From an optimization exercise on the open Yosys and OpenROAD flow, aimed at small area, a short achievable clock period and few clock cycles per item; shortcuts taken in it are not production practice. The RTL was checked by simulation tests, not by an equivalence proof against the original design. Power and IR drop assume default switching activity.

==> flow/design.v, too long to show whole: its modules and the start of the top module <==
// module rsa_fa: 4 lines
// module rsa_han: 4 lines
// module rsa_or2: 1 lines
// module rsa_xor2: 1 lines
// module rsa_xnor2: 1 lines
// module rsa_nand2: 1 lines
// module rsa_nor2: 1 lines
// module rsa_inv: 1 lines
// module rsa_aoi21: 1 lines
// module rsa_oai21: 1 lines
// module rsa_qn: 69 lines
// module rsa_add: 1339 lines
// module rsa_mulcs: 76 lines
// module Rsa256Core: 5137 lines
module Rsa256Core (
  input          i_clk,
  input          i_rst,
  input          i_start,
  input  [255:0] i_a,
  input  [255:0] i_d,
  input  [255:0] i_n,
  output [255:0] o_a_pow_d,
  output         o_finished
);
  // ...
==> flow/flow/run.sh <==
#!/bin/bash
# Own layout flow: the standard synthesis, then the standard ORFS layout steps with
# repair_timing aiming for extra setup slack (the clock and constraints are unchanged).
set -uo pipefail
KNOBS=$(cat flow/knobs.txt 2>/dev/null || echo "SETUP_SLACK_MARGIN=10")
[[ -f flow/env.sh ]] && source flow/env.sh
bash standard.sh synth > synth.log 2>&1 || { tail -50 synth.log; exit 1; }
bash standard.sh $KNOBS finish > layout.log 2>&1 || { tail -50 layout.log; exit 1; }
==> flow/flow/env.sh <==
export BUFFER_PORTS_ARGS="-buffer_cell sky130_fd_sc_hd__buf_4"
==> flow/flow/knobs.txt <==
SETUP_SLACK_MARGIN=11.4 SLEW_MARGIN=40
==> flow/standard.sh <==
#!/bin/bash
# synth_recipe.tcl (not shown) runs the flow's synth.tcl, then flattens the netlist and writes it again
# the make line also repeats each setting of config.mk as NAME=value (left out here)
make -C /OpenROAD-flow-scripts/flow DESIGN_CONFIG=/design/flow/config.mk WORK_HOME=/design/flow/orfs CLKGATE_MAP_FILE= SYNTH_SCRIPT=/design/flow/synth_recipe.tcl "${@:-finish}"
==> flow/config.mk <==
export PLATFORM = sky130hd
export DESIGN_NAME = Rsa256Core
export DESIGN_NICKNAME = Rsa256Core
export VERILOG_FILES = /design/flow/design.v
export SDC_FILE = /design/flow/constraint.sdc
export NUM_CORES = 8
export LEC_CHECK = 0
export CAP_MARGIN = 20
export CORE_MARGIN = 2
export CORE_UTILIZATION = 40
export SETUP_SLACK_MARGIN = 0.5
export SLEW_MARGIN = 20
export SYNTH_HIERARCHICAL = 1
==> flow/constraint.sdc <==
create_clock -name core_clock -period 16.0 [get_ports {i_clk}]
set_input_delay 3.2000 -clock core_clock [delete_from_list [all_inputs] [get_ports {i_clk}]]
set_output_delay 3.2000 -clock core_clock [all_outputs]
set_load 0.01 [all_outputs]
==> qor.txt, run 1 <==
Power, Total = 19.0 mW
CTS Root Cell = clkbuf_16
Setup_tns = 0 ns
Worst-Skew Late Latency = 1.03 ns
Die area = 0.522 mm2
Avg Cell Area, Syn = 10.8 um2
Inverters, non-clock = 130
Core Area = 0.513 mm2
Min-delay worst type = flop to flop
Status = finished clean
Clock Tree Buf Depth = 4
Comb pwr share = 37.9%
FF-to-FF End = Cn[79]
Least-Margin Pin Slew = 1.11 ns
Data buffer area share = 8.54%
Worst path max stage delay = 0.36 ns
Bufs and invs on worst path = 2
Clock-cell share = 3.12%
Reg-to-Reg Start = q[4]
DRT iter0 DRCs = 21700
Multi-input combinational area share = 66.2%
Area delta synth->final = 15.6%
Layout Nets = 25100
GRT met2 Usage = 52.6%
Worst Setup EP = o_a_pow_d[0]
Testbench counts, summed over its fixed seeds: cycles 310,004, ops 24.
==> run 2: changes to the inputs <==
==> flow/flow/knobs.txt (replaced) <==
SETUP_SLACK_MARGIN=11.4 SLEW_MARGIN=40 TNS_END_PERCENT=10
==> run 2 against run 1 <==
- clock-buffer cell count unchanged
- highest routed layer unchanged
- clock power increased by 3%
- flip-flop and latch count stayed put
- combinational power down 1%
- total power up 0.51%
- cell count fell by 0.47%
- sequential share of layout area grew 0.29 points
- wire length decreased by 4.8%
- hold slack improved by 0.012 ns
- core utilization down 0.70 points
- still clean on timing, DRC and antenna
- worst setup slack got worse by 0.078 ns
- sequential power hardly changed
==> qor.txt, run 2 <==
CTS tree = yes
Number of global-route vias before repair = 169000
Worst setup path startpoint = B[177]
CTS Root Cell = clkbuf_16
CP Depth = 1
First-pass GRT wire length = 1310 mm
Startpoint of the worst hold path = st_cl
Max FO, Critical Path = 11
Register-to-Register Path Depth = 11
Initial Utilization = 40.2%
Setup WS post-layout = 11.10 ns
Via count = 164000
Reg-to-Reg Start = q[3]
Upper clock frequency limit = 204 MHz
I/O Pins = 1028
Critical Path Sink Type = output port
Total number of clock tree sinks = 1813
Wire per inst = 35.8 um
Die area = 0.522 mm2 (unchanged)
Largest net degree at the start of global routing = 134
Drt first pass iters = 7
Die width = 722 um
Top flop regs = Cn x279, Sn x279
Status = finished clean
Worst Hold Depth = 0
Synth Cell Area = 0.206 mm2
Total Wirelength = 939 mm
Worst Path Required = 12.80 ns
Die Y-Extent = 722 um
Final core occ = 45.8%
Clock Tree Buf Depth = 4 (unchanged)
Maximum VDD drop = 0.000111 V
Period Utilization, post-route = 30.6%
CP arrival = 1.70 ns
Max Cap Viol = 0
Final Hold Viols = 0
Setup_tns = 0 ns (unchanged)
Vias per cell = 6.27
Dpl hpwl = 660 mm
Cells along the critical path = buf_4
Avg Cell Area, Syn = 10.8 um2 (unchanged)
Layout fillers = 47500
IO buf count = 1027
Fraction of layout cells with a size suffix above 1 = 18.0%
ANT nets after route = 0
Drc violations = 0
Worst slew margin = 31.0%
Setup Crit Path Kind = flop to output port
P_leak = 58.2 nW
Core Area = 0.513 mm2 (unchanged)
Final period demand of the worst path = 4.90 ns
GRT Util Overall = 35.3%
CP max-delay cell = dfxtp_4
DRT iter0 DRCs = 19900 (-8.2%)
R2R Setup Slk = 11.19 ns
Worst slack at placement = 9.45 ns
CTS H-tree depth = 4
Worst-path clk slew = 0.06 ns
Area delta synth->final = 13.8%
Most frequent cells in the layout = nand2_1, fa_1, buf_4
Worst Setup EP = o_a_pow_d[176]
Final Slew Violations = 0
Layout Nets = 24900 (-0.48%)
Antenna violations before repair = 70
Clock skew = 0.0861 ns
Least-Margin Pin Slew = 1.01 ns (-0.105 ns)
Rows = 263
Synthesized instance count = 19200
Most common cell after layout, fill and taps aside = nand2_1
# placed instances = 25300
Final non-filler cell total = 26200
Top Family by Delay on Critical Path = flip-flops
FF-to-FF End = Cn[236]
Routability cong. = 0.978
CP Launch Type = flop
TritonCTS buffer count = 228
RSZ-0062 raised after global routing = yes
PwrDens = 81.5 mW/mm2
# setup viols final = 0
Worst-Skew Late Latency = 1.03 ns (about the same)
Synthesis Warnings = 7
Bufs and invs on worst path = 1 (-1)
Gr ovfl total = 0
Min-delay worst type = flop to flop
Worst path max stage delay = 0.49 ns (+0.13 ns)
[run 2: through the flow]
step                power, mW  instance area, um2  hold slack (ns)
detailed placement       13.1              217000            0.423
CTS                      18.7              232000            0.437
global route             19.8              235000            0.456
floorplan                9.93              206000            0.367
finish                   19.1              235000            0.428
global placement         13.0              216000            0.416
[run 2: area by class of cell]
| type | count | area, um2 | share of cell area [%] |
|---|---|---|---|
| antenna | 30 | 75.1 | 0.0320 |
| clock buffer | 281 | 6150 | 2.62 |
| clock inverter | 150 | 1590 | 0.675 |
| inverter | 130 | 523 | 0.223 |
| multi-input combinational | 15300 | 158000 | 67.1 |
| sequential | 1813 | 43600 | 18.6 |
| tap | 6757 | 8450 | 3.60 |
| timing repair buffer | 1761 | 16800 | 7.15 |
[run 2: metal layers]
layer / share of wire (%) / routed length (um) / up-vias / GRT usage, %
met2: 43 / 400000 / 11800 / 51.7
met5: 0.073 / 689 / - / 0.296
met1: 36 / 336000 / 86400 / 44.1
li1: - / - / 63400 / -
met3: 14 / 128000 / 2628 / 13.3
met4: 7.9 / 74500 / 72 / 21.7
[run 2: timing repair]
item	CTS	global route
resized for setup	821	317
pin swaps	34	101
buffers inserted	272	120
setup endpoints to repair	1623	1428
hold buffers	0	0
gates cloned	66	9
hold endpoints to repair	0	0
[run 2: worst min-delay path by stage]
| stage | endpoint | slack (ns) |
|---|---|---|
| floorplan | st_ca | 0.37 |
| global placement | st_ca | 0.42 |
| detailed placement | st_ca | 0.42 |
| CTS | st_ca | 0.44 |
| global route | st_ca | 0.46 |
| finish | st_ca | 0.43 |
[run 2: power by group]
group	total (mW)	switching [mW]	internal (mW)
sequential	6.46	1.03	5.43
clock	5.53	2.51	3.02
combinational	7.16	4.28	2.88
==> run 3: changes to the inputs <==
==> flow/flow/knobs.txt (replaced) <==
SETUP_SLACK_MARGIN=11.25 SLEW_MARGIN=40
==> run 3 against run 2 <==
- still clean
- cell area down 0.36%
- synthesized area unchanged
- global-route usage down 0.45 points
- sequential share of layout area about the same
- die area unchanged
- critical path type unchanged
- largest power group unchanged
- highest routed layer unchanged
==> qor.txt, run 3 <==
Status = finished clean
# setup viols final = 0 (unchanged)
Synthesis Warnings = 7 (unchanged)
Most common cell after layout, fill and taps aside = nand2_1
Min-delay worst type = flop to flop
Core Area = 0.513 mm2 (unchanged)
P_int = 11.4 mW (+0.78%)
Die area = 0.522 mm2 (unchanged)
Avg Cell Area, Syn = 10.8 um2 (unchanged)
Max FO, Critical Path = 2 (-9)
Total Wirelength = 930 mm (-0.95%)
Switching share of power = 40.4% (-0.38 points)
TritonCTS buffer count = 225 (-1.3%)
Final period demand of the worst path = 4.83 ns (-0.0691 ns)
RSZ-0062 raised after global routing = yes
Final non-filler cell total = 26200 (-0.12%)
CP arrival = 1.63 ns (-0.07 ns)
CTS Hold Bufs = 0 (unchanged)
Upper clock frequency limit = 207 MHz (+1.4%)
Comb pwr share = 37.3% (about the same)
P_sw = 7.75 mW (-0.79%)
Worst-Skew Late Latency = 1.02 ns (about the same)
Top flop regs = Cn x279, Sn x279
Die Y-Extent = 722 um (unchanged)
Drc violations = 0 (unchanged)
GRT Util Overall = 34.8% (-0.45 points)
CTS Root Cell = clkbuf_16
Dpl hpwl = 655 mm (-0.76%)
Drt first pass iters = 9 (+2)
CTS tree = yes
Routability cong. = 0.982 (+0.43%)
Clock skew = 0.0859 ns (-0.000273 ns)
Layout Nets = 24900 (-0.18%)
Gr ovfl total = 0 (unchanged)
Clock Tree Buf Depth = 4 (unchanged)
P_leak = 57.8 nW (-0.67%)
Largest net degree at the start of global routing = 173 (+29%)
Number of global-route vias before repair = 167000 (-0.77%)
Setup_tns = 0 ns (unchanged)
Most frequent cells in the layout = nand2_1, fa_1, buf_4
Period Utilization, post-route = 30.2% (-0.43 points)
First-pass GRT wire length = 1290 mm (-1.2%)
Least-Margin Pin Slew = 1.02 ns (+0.0107 ns)
Synthesized instance count = 19200 (unchanged)
Final Hold Viols = 0 (unchanged)
Critical Path Sink Type = output port
Total number of clock tree sinks = 1813 (unchanged)
Die width = 722 um (unchanged)
CP Launch Type = flop
CTS H-tree depth = 4 (unchanged)
Vias per cell = 6.24 (-0.46%)
IO buf count = 1027 (unchanged)
Setup Crit Path Kind = flop to output port
Worst slew margin = 32.2% (+1.2 points)
Area delta synth->final = 13.4%
Worst Path Required = 12.80 ns (about the same)
Worst-path clk slew = 0.06 ns (about the same)
Final Slew Violations = 0 (unchanged)
Via count = 163000 (-0.58%)
Initial Utilization = 40.2% (unchanged)
Power share of the clock group = 29.1% (+0.2 points)
Rows = 263 (unchanged)
Antenna violations before repair = 88 (+26%)
Worst hold slack = 0.421 ns (-0.00728 ns)
I/O Pins = 1028 (unchanged)
ANT nets after route = 0 (unchanged)
Synth Cell Area = 0.206 mm2 (unchanged)
Final core occ = 45.6% (-0.17 points)
# placed instances = 25300 (-0.044%)
PwrDens = 81.9 mW/mm2 (+0.50%)
Seq pwr share = 33.6% (about the same)
Power, Total = 19.2 mW (+0.14%)
Maximum VDD drop = 0.0000987 V (-11%)
Fraction of layout cells with a size suffix above 1 = 17.1% (-0.85 points)
Max Cap Viol = 0 (unchanged)
DRT iter0 DRCs = 19300 (-2.9%)
Wire per inst = 35.5 um (-0.83%)
==> run 3: cell count changes in the layout (fill, tap and decap cells not counted), sizes merged <==
| cell | before | now |
|---|---|---|
| diode | 30 | 46 |
| clkinvlp | 24 | 20 |
| inv | 158 | 152 |
| buf | 1709 | 1669 |
| clkinv | 83 | 67 |
| bufinv | 15 | 24 |
| bufbuf | 41 | 31 |
| clkbuf | 292 | 311 |
==> run 3: repair_timing <==
item | 4_1_cts | 5_1_grt
setup buffers | 313 | 56
gates resized for setup | 963 | 169
pin swaps | 22 | 53
gates cloned | 40 | 18
endpoints found under the setup margin | 1664 | 854
==> run 3: cell type report <==
type	count	area, um2
Antenna cell	46	115
Clock buffer	292	6200
Clock inverter	133	1560
Fill cell	47400	279000
Inverter	130	513
Multi-Input combinational cell	15300	157000
Sequential cell	1813	43600
Tap cell	6757	8450
Timing Repair Buffer	1719	16600
==> run 3: worst max-delay path, cell delays in order, from the launching register on <==
cell and delay (ns):
dfxtp_2 0.35, buf_12 0.13, buf_8 0.13
==> run 3: final timing paths <==
kind	cells after the start	endpoint	slack (ns)	start
min in group asynchronous	2	fin_r	2.27	i_rst
max	2	o_a_pow_d[1]	11.17	B[2]
max in group asynchronous	2	ph_nt	13.27	i_rst
min	0	st_ca	0.42	st_cl
min reg2reg	0	st_ca	0.42	st_cl
max reg2reg	16	A[126]	11.22	Cn[58]
==> run 3: layer usage <==
| metal | global-route usage, % | vias up | share of wire, % |
|---|---|---|---|
| met5 | 0.425 | - | 0.057 |
| met4 | 20.8 | 62 | 7.5 |
| met3 | 13.8 | 2416 | 14 |
| met2 | 51.0 | 11800 | 43 |
| met1 | 43.4 | 85800 | 36 |
| li1 | - | 63300 | - |
==> run 3: metrics by stage <==
step                worst slack, ns  instance area [um2]
floorplan                     11.33               206000
global placement               9.20               216000
detailed placement             9.34               217000
CTS                           11.12               232000
global route                  11.12               234000
finish                        11.17               234000
==> run 3: power by group through the flow <==
stage	sequential [mW]	combinational (mW)	clock, mW
final	6.45	7.14	5.58
after detailed placement	6.57	6.53	0
after global placement	6.57	6.40	0
after global routing	6.44	7.60	5.76
after CTS	6.38	6.80	5.58
after floorplan	5.91	4.02	0
==> run 4: changes to the inputs <==
--- a/flow/config.mk
+++ b/flow/config.mk
@@ -9,3 +9,3 @@
 export CORE_MARGIN = 2
-export CORE_UTILIZATION = 40
+export CORE_UTILIZATION = 55
 export SETUP_SLACK_MARGIN = 0.5
==> run 4 against run 3 <==
- still clean
- hold slack better by 0.0028 ns
- non-clock buffer count increased by 13
- total power fell by 1.6%
- clock-buffer cell count up 3
- synthesized area unchanged
- die area fell by 27%
- critical path type unchanged
- largest cell class unchanged
- highest routed layer unchanged
==> qor.txt, run 4 <==
Max FO, Critical Path = 2 (unchanged)
CP arrival = 1.64 ns (about the same)
CP Launch Type = flop
Upper clock frequency limit = 206 MHz (-0.29%)
Setup Crit Path Kind = flop to output port
Final Slew Violations = 0 (unchanged)
FF-to-FF End = A[150]
Maximum VDD drop = 0.000113 V (+14%)
Drt first pass iters = 8 (-1)
Worst path max stage delay = 0.34 ns (about the same)
CP max-delay cell = dfxtp_2
DRT iter0 DRCs = 20900 (+8.6%)
Avg Cell Area, Syn = 10.8 um2 (unchanged)
ANT nets after route = 0 (unchanged)
GRT Util Overall = 47.1% (+12 points)
Critical Path Sink Type = output port
Top flop regs = Cn x279, Sn x279
Die width = 617 um (-15%)
Wire per inst = 37.1 um (+4.5%)
Rows = 224 (-15%)
Clock skew = 0.0812 ns (-0.00468 ns)
P_leak = 57.8 nW (about the same)
Setup_tns = 0 ns (unchanged)
Bufs and invs on worst path = 2 (unchanged)
Reg-to-Reg Start = Sn[98]
Most frequent cells in the layout = nand2_1, fa_1, buf_4
R2R Setup Slk = 11.19 ns (-0.03 ns)
Register-to-Register Path Depth = 17 (+1)
CTS H-tree depth = 4 (unchanged)
Cells along the critical path = buf_12, buf_6
Layout Cell Area excl Fill = 0.231 mm2 (-1.2%)
Status = finished clean
Layout fillers = 30800 (-35%)
Fraction of layout cells with a size suffix above 1 = 17.1% (-0.048 points)
Number of global-route vias before repair = 168000 (+0.20%)
Core Area = 0.373 mm2 (-27%)
Die area = 0.380 mm2 (-27%)
Total number of clock tree sinks = 1813 (unchanged)
Placed instance area = 0.215 mm2 (-0.92%)
Via count = 165000 (+0.71%)
Worst-path clk slew = 0.06 ns (about the same)
TritonCTS buffer count = 223 (-0.89%)
Layout Nets = 24900 (+0.044%)
Final period demand of the worst path = 4.84 ns (+0.0138 ns)
Worst-Skew Late Latency = 1.02 ns (about the same)
CTS Hold Bufs = 0 (unchanged)
Worst setup path startpoint = B[100]
Die Y-Extent = 617 um (-15%)
Period Utilization, post-route = 30.3% (+0.086 points)
Worst Path Required = 12.80 ns (about the same)
Min-delay worst type = flop to flop
RSZ-0062 raised after global routing = yes
Synthesis Warnings = 7 (unchanged)
Least-Margin Pin Slew = 1.05 ns (+0.0293 ns)
IO buf count = 1027 (unchanged)
CP Depth = 2 (unchanged)
Antenna violations before repair = 81 (-8.0%)
Most common cell after layout, fill and taps aside = nand2_1
Area delta synth->final = 12.1%
Synth Cell Area = 0.206 mm2 (unchanged)
Final Hold Viols = 0 (unchanged)
Synthesized instance count = 19200 (unchanged)
Max Cap Viol = 0 (unchanged)
I/O Pins = 1028 (unchanged)
First-pass GRT wire length = 1260 mm (-2.2%)
Gr ovfl total = 0 (unchanged)
Vias per cell = 6.74 (+8.0%)
Clock Tree Buf Depth = 4 (unchanged)
Drc violations = 0 (unchanged)
Initial Utilization = 55.4% (+15 points)
Routability cong. = 0.998 (+1.6%)
Total Wirelength = 906 mm (-2.6%)
CTS Root Cell = clkbuf_16
Worst slew margin = 29.6% (-2.7 points)
Worst Setup EP = o_a_pow_d[99]
PwrDens = 81.5 mW/mm2 (-0.44%)
CTS tree = yes
Dpl hpwl = 622 mm (-5.1%)
Top Family by Delay on Critical Path = flip-flops
# setup viols final = 0 (unchanged)
Largest net degree at the start of global routing = 225 (+30%)
-- run 4: timing repair --
action / CTS / global route
pin swaps: 21 / 28
endpoints found under the setup margin: 1651 / 766
cloned: 53 / 25
buffers inserted: 306 / 54
gates resized for setup: 849 / 150
hold endpoints to repair: 0 / 0
-- run 4: stage by stage --
stage          utilization [%]  hold WS [ns]  setup WS, ns  total power [mW]  std cells
4_1_cts                   61.5         0.421         11.16              18.5      24300
3_5_place_dp              57.7         0.407          9.50              13.0      23500
3_3_place_gp              57.4         0.406          9.51              12.9      23500
6_report                  62.1         0.423         11.16              18.9      24400
5_1_grt                   62.0         0.424         11.15              19.4      24400
2_1_floorplan                -         0.367         11.33              9.93      19200
-- run 4: worst min path at each step --
stage | start | end | slack (ns) | cells after the start
after floorplan | st_cl | st_ca | 0.37 | 0
after global placement | st_cl | st_ca | 0.41 | 0
after detailed placement | st_cl | st_ca | 0.41 | 0
after CTS | st_cl | st_ca | 0.42 | 0
after global routing | st_cl | st_ca | 0.42 | 0
final | st_cl | st_ca | 0.42 | 0
-- run 4: cell type report --
class                      count  area [um2]  share of cell area (%)
antenna                       49         123                  0.0530
clock buffer                 295        6110                    2.64
clock inverter               125        1370                   0.593
inverter                     130         515                   0.223
multi-input combinational  15300      157000                    67.7
sequential                  1813       43600                    18.8
tap                         4972        6220                    2.69
timing repair buffer        1732       16700                    7.23
-- run 4: power breakdown --
| group | internal (mW) | switching [mW] |
|---|---|---|
| logic | 2.80 | 4.24 |
| registers | 5.43 | 1.02 |
| clock network | 2.99 | 2.39 |
| total | 11.2 | 7.65 |
-- run 4: routing by layer --
layer	part of all wire (%)	routed length (um)	vias up	global-route usage, %
li1	-	-	63300	-
met1	35	316000	85400	59.7
met2	42	381000	12800	66.9
met3	14	125000	2875	16.8
met4	9.1	82700	60	34.3
met5	0.053	484	-	0
==> run 5: changes to the inputs <==
--- a/flow/config.mk
+++ b/flow/config.mk
@@ -9,3 +9,3 @@
 export CORE_MARGIN = 2
-export CORE_UTILIZATION = 55
+export CORE_UTILIZATION = 48
 export SETUP_SLACK_MARGIN = 0.5
==> run 5 against run 4 <==
- still clean on timing, DRC and antenna
- synthesized cell count did not move
- combinational power barely moved
- critical path depth did not move
- global-route usage fell by 6.7 points
- cell count rose by 2.7%
- largest power group unchanged
==> qor.txt, run 5 <==
Worst slack at placement = 10.02 ns (+0.518 ns)
DRT iter0 DRCs = 19700 (-5.8%)
Most common cell after layout, fill and taps aside = nand2_1
Gr ovfl total = 0 (unchanged)
GRT Util Overall = 40.4% (-6.7 points)
Clock skew = 0.0934 ns (+0.0122 ns)
Via count = 163000 (-1.1%)
ANT nets after route = 0 (unchanged)
Period Utilization, post-route = 30.2% (-0.077 points)
First-pass GRT wire length = 1250 mm (-1.0%)
Worst Path Required = 12.80 ns (about the same)
Total Wirelength = 904 mm (-0.28%)
Startpoint of the worst hold path = st_cl
Dpl hpwl = 633 mm (+1.8%)
Die width = 660 um (+7.0%)
Total number of clock tree sinks = 1813 (unchanged)
Routability cong. = 0.997 (about the same)
Status = finished clean
Upper clock frequency limit = 207 MHz (+0.26%)
Final Slew Violations = 0 (unchanged)
CTS Root Cell = clkbuf_16
Max Cap Viol = 0 (unchanged)
Vias per cell = 6.49 (-3.7%)
RSZ-0062 raised after global routing = yes
Cell mode on critical path = buf_6
PwrDens = 81.5 mW/mm2 (about the same)
Drc violations = 0 (unchanged)
Setup WS post-layout = 11.17 ns (+0.0123 ns)
CP max-delay cell = dfxtp_2
Wire per inst = 36.1 um (-2.9%)
Reg-to-Reg Start = q[3]
Antenna violations before repair = 68 (-16%)
TritonCTS buffer count = 221 (-0.90%)
Die area = 0.435 mm2 (+14%)
Layout Nets = 24900 (-0.16%)
I/O Pins = 1028 (unchanged)
Min-delay worst type = flop to flop
Cells along the critical path = buf_6, buf_6
CTS Hold Bufs = 0 (unchanged)
Synthesis Warnings = 7 (unchanged)
Setup Crit Path Kind = flop to output port
Worst setup path startpoint = B[1]
Initial Utilization = 48.3% (-7.1 points)
Number of global-route vias before repair = 166000 (-0.81%)
CTS H-tree depth = 4 (unchanged)
Clock Tree Buf Depth = 4 (unchanged)
Worst-Skew Late Latency = 1.01 ns (about the same)
Worst path max stage delay = 0.33 ns (about the same)
CP Launch Type = flop
# setup viols final = 0 (unchanged)
Critical Path Sink Type = output port
Drt first pass iters = 7 (-1)
Core Area = 0.428 mm2 (+15%)
Rows = 240 (+7.1%)
Max FO, Critical Path = 2 (unchanged)
Worst-path clk slew = 0.06 ns (about the same)
CP arrival = 1.63 ns (about the same)
Least-Margin Pin Slew = 1.03 ns (-0.0180 ns)
Fraction of layout cells with a size suffix above 1 = 16.9% (-0.18 points)
Worst slew margin = 30.8% (+1.2 points)
Final period demand of the worst path = 4.83 ns (-0.0123 ns)
Synthesized instance count = 19200 (unchanged)
Avg Cell Area, Syn = 10.8 um2 (unchanged)
CTS tree = yes
IO buf count = 1027 (unchanged)
Maximum VDD drop = 0.000126 V (+11%)
Synth Cell Area = 0.206 mm2 (unchanged)
Area delta synth->final = 12.2% (about the same)
Largest net degree at the start of global routing = 177 (-21%)
Top flop regs = Cn x279, Sn x279
Most frequent cells in the layout = nand2_1, fa_1, buf_4
Die Y-Extent = 660 um (+7.0%)
Setup_tns = 0 ns (unchanged)
Final Hold Viols = 0 (unchanged)
P_leak = 57.4 nW (-0.67%)
## run 5: routing by layer
metal  wire [um]  global-route usage, %
met4       78700                   26.7
met3      121000                   14.4
met5         696                      0
met2      386000                   59.0
met1      317000                   50.7
## run 5: metrics by stage
step / hold WS [ns] / std cells / power, mW / instance area [um2] / utilization (%)
floorplan: 0.367 / 19200 / 9.93 / 206000 / -
global placement: 0.415 / 24200 / 12.9 / 215000 / 50.3
detailed placement: 0.408 / 24200 / 13.0 / 216000 / 50.4
CTS: 0.423 / 24900 / 18.5 / 229000 / 53.6
global route: 0.441 / 25000 / 19.5 / 231000 / 54.1
finish: 0.421 / 25100 / 18.9 / 231000 / 54.1
## run 5: worst max-delay path: cells and delay by family (launching register included)
| kind | cells | cell delay (ns) |
|---|---|---|
| buffers and inverters | 2 | 0.29 |
| flip-flops | 1 | 0.33 |
## run 5: timing repair
action,in CTS,in global routing
gates cloned,26,28
buffers inserted,303,38
gates resized for setup,837,177
pin swaps,17,35
endpoints found under the setup margin,1620,719
## run 5: worst paths after layout
kind / end / slack [ns] / depth (start not counted)
max: o_a_pow_d[0] / 11.17 / 2
min: st_ca / 0.42 / 0
max reg2reg: Cn[16] / 11.22 / 11
min reg2reg: st_ca / 0.42 / 0
max in group asynchronous: ph_nt / 13.30 / 2
min in group asynchronous: fin_r / 2.27 / 2
## run 5: final cells by class
class	count	area, um2
multi-input combinational	15300	157000
sequential	1813	43500
clock buffer	278	6030
clock inverter	139	1580
fill	37400	196000
timing repair buffer	1694	15900
inverter	130	515
tap	5687	7120
antenna	27	67.6
## run 5: where the power goes
group	switching, mW	internal (mW)	leakage [nW]
clock network	2.39	3.05	3.70
registers	0.984	5.43	15.7
logic	4.22	2.79	38.0
==> run 6: changes to the inputs <==
--- a/flow/config.mk
+++ b/flow/config.mk
@@ -10,2 +10,4 @@
 export CORE_UTILIZATION = 48
+export CTS_CLUSTER_DIAMETER = 80
+export CTS_CLUSTER_SIZE = 30
 export SETUP_SLACK_MARGIN = 0.5
==> run 6 against run 5 <==
- still clean on timing, DRC and antenna
- first-iteration DRC count grew 3.2%
- clock power is 18% lower
- sequential power is essentially flat
- cell area decreased by 0.86%
- hold slack improved by 0.011 ns
- via count fell by 0.56%
- maximum frequency is 0.20% lower
- combinational power decreased by 0.6%
- largest cell class unchanged
==> qor.txt, run 6 <==
Status = finished clean
Die width = 660 um (unchanged)
Via count = 162000 (-0.56%)
CP max-delay cell = fa_1
Most common cell after layout, fill and taps aside = nand2_1
DRT iter0 DRCs = 20400 (+3.2%)
First-pass GRT wire length = 1250 mm (-0.29%)
Worst slack at placement = 10.02 ns (unchanged)
Wire per inst = 36.2 um (+0.45%)
Cell mode on critical path = fa_1
Worst slew margin = 33.1% (+2.3 points)
IO buf count = 1027 (unchanged)
Drt first pass iters = 8 (+1)
Total number of clock tree sinks = 1813 (unchanged)
PwrDens = 77.7 mW/mm2 (-4.6%)
Synthesized instance count = 19200 (unchanged)
Worst Hold Path EP = st_ca
CTS tree = yes
Worst-Skew Late Latency = 0.98 ns (-0.03 ns)
Reg-to-Reg Start = q[3]
Routability cong. = 0.997 (unchanged)
Final period demand of the worst path = 4.84 ns (+0.00970 ns)
Clock Tree Buf Depth = 4 (unchanged)
Final Hold Viols = 0 (unchanged)
Critical Path Sink Type = flop
Final non-filler cell total = 24900 (-0.58%)
# setup viols final = 0 (unchanged)
Max FO, Critical Path = 40 (+38)
GRT met1 Usage = 50.4% (-0.27 points)
Synth Cell Area = 0.206 mm2 (unchanged)
Synthesis Warnings = 7 (unchanged)
RSZ-0062 raised after global routing = yes
P_leak = 56.4 nW (-1.8%)
Worst Hold Depth = 0 (unchanged)
Core Area = 0.428 mm2 (unchanged)
TritonCTS buffer count = 145 (-34%)
Met3 GRT Util = 14.5% (+0.19 points)
Register-to-Register Path Depth = 11 (unchanged)
Maximum VDD drop = 0.0000808 V (-36%)
Vias per cell = 6.49 (about the same)
Number of global-route vias before repair = 165000 (-0.62%)
Clock skew = 0.0805 ns (-0.0129 ns)
Final Slew Violations = 0 (unchanged)
Min-delay worst type = flop to flop
Setup_tns = 0 ns (unchanged)
Multi-input gate area = 0.157 mm2 (-0.10%)
Layout Cell Area excl Fill = 0.229 mm2 (-0.86%)
Upper clock frequency limit = 207 MHz (-0.20%)
I/O Pins = 1028 (unchanged)
Period Utilization, post-route = 30.3% (+0.061 points)
Avg Cell Area, Syn = 10.8 um2 (unchanged)
Dpl hpwl = 633 mm (unchanged)
Placed instance area = 0.216 mm2 (unchanged)
CP Launch Type = flop
Cells along the critical path = buf_12, buf_16, buf_16, nand2_1, fa_1, fa_1, fa_1, fa_1, fa_1, fa_1, a2bb2oi_1
Area delta synth->final = 11.2%
Initial Utilization = 48.3% (unchanged)
Max Cap Viol = 0 (unchanged)
Gr ovfl total = 0 (unchanged)
Drc violations = 0 (unchanged)
Worst-path clk slew = 0.10 ns (+0.04 ns)
Fraction of layout cells with a size suffix above 1 = 16.4% (-0.54 points)
# placed instances = 24200 (unchanged)
Busiest layer in global routing = met2
ANT nets after route = 0 (unchanged)
CTS Hold Bufs = 0 (unchanged)
FF-to-FF End = Cn[41]
Worst Path Required = 16.81 ns (+4.01 ns)
Top flop regs = Cn x279, Sn x279
CTS H-tree depth = 4 (unchanged)
Startpoint of the worst hold path = st_cl
Die area = 0.435 mm2 (unchanged)
R2R Setup Slk = 11.16 ns (-0.06 ns)
Layout Nets = 24800 (-0.31%)
Register Area = 0.0435 mm2 (about the same)
Antenna violations before repair = 69 (+1.5%)
Layout fillers = 37600 (+0.50%)
GRT Util Overall = 40.3% (-0.090 points)
Rows = 240 (unchanged)
Largest net degree at the start of global routing = 177 (unchanged)
Most frequent cells in the layout = nand2_1, fa_1, buf_4
Worst setup path startpoint = q[3]
Die Y-Extent = 660 um (unchanged)
Final core occ = 53.7% (-0.47 points)
CTS Root Cell = clkbuf_16
CP arrival = 5.65 ns (+4.02 ns)
Setup Crit Path Kind = flop to flop
Least-Margin Pin Slew = 0.996 ns (-0.0313 ns)
Worst path max stage delay = 0.56 ns (+0.23 ns)
Setup WS post-layout = 11.16 ns (-0.00970 ns)
GRT met2 Usage = 58.9% (-0.12 points)
Total Wirelength = 902 mm (-0.14%)
-- run 6: cell type report --
cell class,count,area share (%)
multi-input cells,15300,68.2
flip-flops and latches,1813,19.0
repair buffers,1693,6.91
well taps,5687,3.10
clock buffers,157,1.65
clock inverters,108,0.868
inverters,130,0.225
diodes,34,0.0371
-- run 6: metal layers --
layer / vias to the layer above / wire (um)
met5: - / 558
met4: 70 / 76500
met3: 2531 / 122000
met2: 11600 / 387000
met1: 84500 / 316000
li1: 63000 / -
-- run 6: how the worst max path moves through the flow --
stage	slack, ns	depth (start not counted)	endpoint
after global placement	9.95	11	Sn[70]
after detailed placement	10.02	11	Cn[143]
after CTS	11.13	2	o_a_pow_d[236]
final	11.16	11	Cn[41]
after global routing	11.17	2	o_a_pow_d[236]
after floorplan	11.33	17	dBcn[7]
-- run 6: where the power goes --
group          internal (mW)  total (mW)  leakage [nW]  switching (mW)
Clock                   2.00        4.46          2.72            2.46
Sequential              5.42        6.40          15.7           0.983
Combinational           2.77        6.97          37.9            4.20
-- run 6: timing repair --
item                       4_1_cts  5_1_grt
pin swaps                       12       35
gates cloned                    24       33
hold endpoints to repair         0        0
setup buffers                  301       38
setup endpoints to repair     1600      725
gates resized for setup        817      176
-- run 6: stage by stage --
step | hold WS (ns) | power, mW
4_1_cts | 0.432 | 17.5
6_report | 0.432 | 17.8
3_3_place_gp | 0.415 | 12.9
5_1_grt | 0.452 | 18.4
2_1_floorplan | 0.367 | 9.93
3_5_place_dp | 0.408 | 13.0
-- run 6: critical path, delay by kind of cell, from the launching register on --
family / cells / cell delay, ns
fa+ha+maj: 6 / 2.90
simple gates: 1 / 0.12
buf+inv: 3 / 0.74
compound gates: 1 / 0.34
flops: 1 / 0.45

-- static timing again, ports no longer ideal --
Ports are ideal in the flow. The routed layouts listed here were re-timed in OpenROAD. Step 1: set_driving_cell puts a clkbuf_16 on i_clk and a buf_2 on each other input, an assumption about the parent block. Step 2 also shifts input and output timing later by t, the mid clock arrival at the registers, as if the neighbouring blocks saw the same clock. Slacks: ideal ports / drivers / drivers and shift; pairs: ideal ports / drivers.
run | t, ns | slack for setup (ns) | hold slack, ns | worst data-port slew with drivers (ns) | cell pins on the clock port's net
run 1 | 1.097 | 11.179 / 11.056 / 11.055 | 0.416 / 0.416 / 0.416 | 0.27 | 1
run 2 | 1.113 | 11.102 / 10.979 / 11.191 | 0.428 / 0.428 / 0.428 | 0.27 | 1
run 3 | 1.099 | 11.171 / 11.049 / 11.184 | 0.421 / 0.421 / 0.421 | 0.27 | 1
run 4 | 1.113 | 11.157 / 11.028 / 11.124 | 0.423 / 0.423 / 0.423 | 0.24 | 1
run 5 | 1.100 | 11.169 / 11.033 / 11.149 | 0.421 / 0.421 / 0.421 | 0.24 | 1
run 6 | 1.071 | 11.160 / 11.036 / 11.143 | 0.432 / 0.432 / 0.432 | 0.26 | 1
After both steps every run listed still meets setup and hold. The setup slack of run 1, which loses most, moves by -0.123 ns with the drivers and by -0.124 ns with both steps.
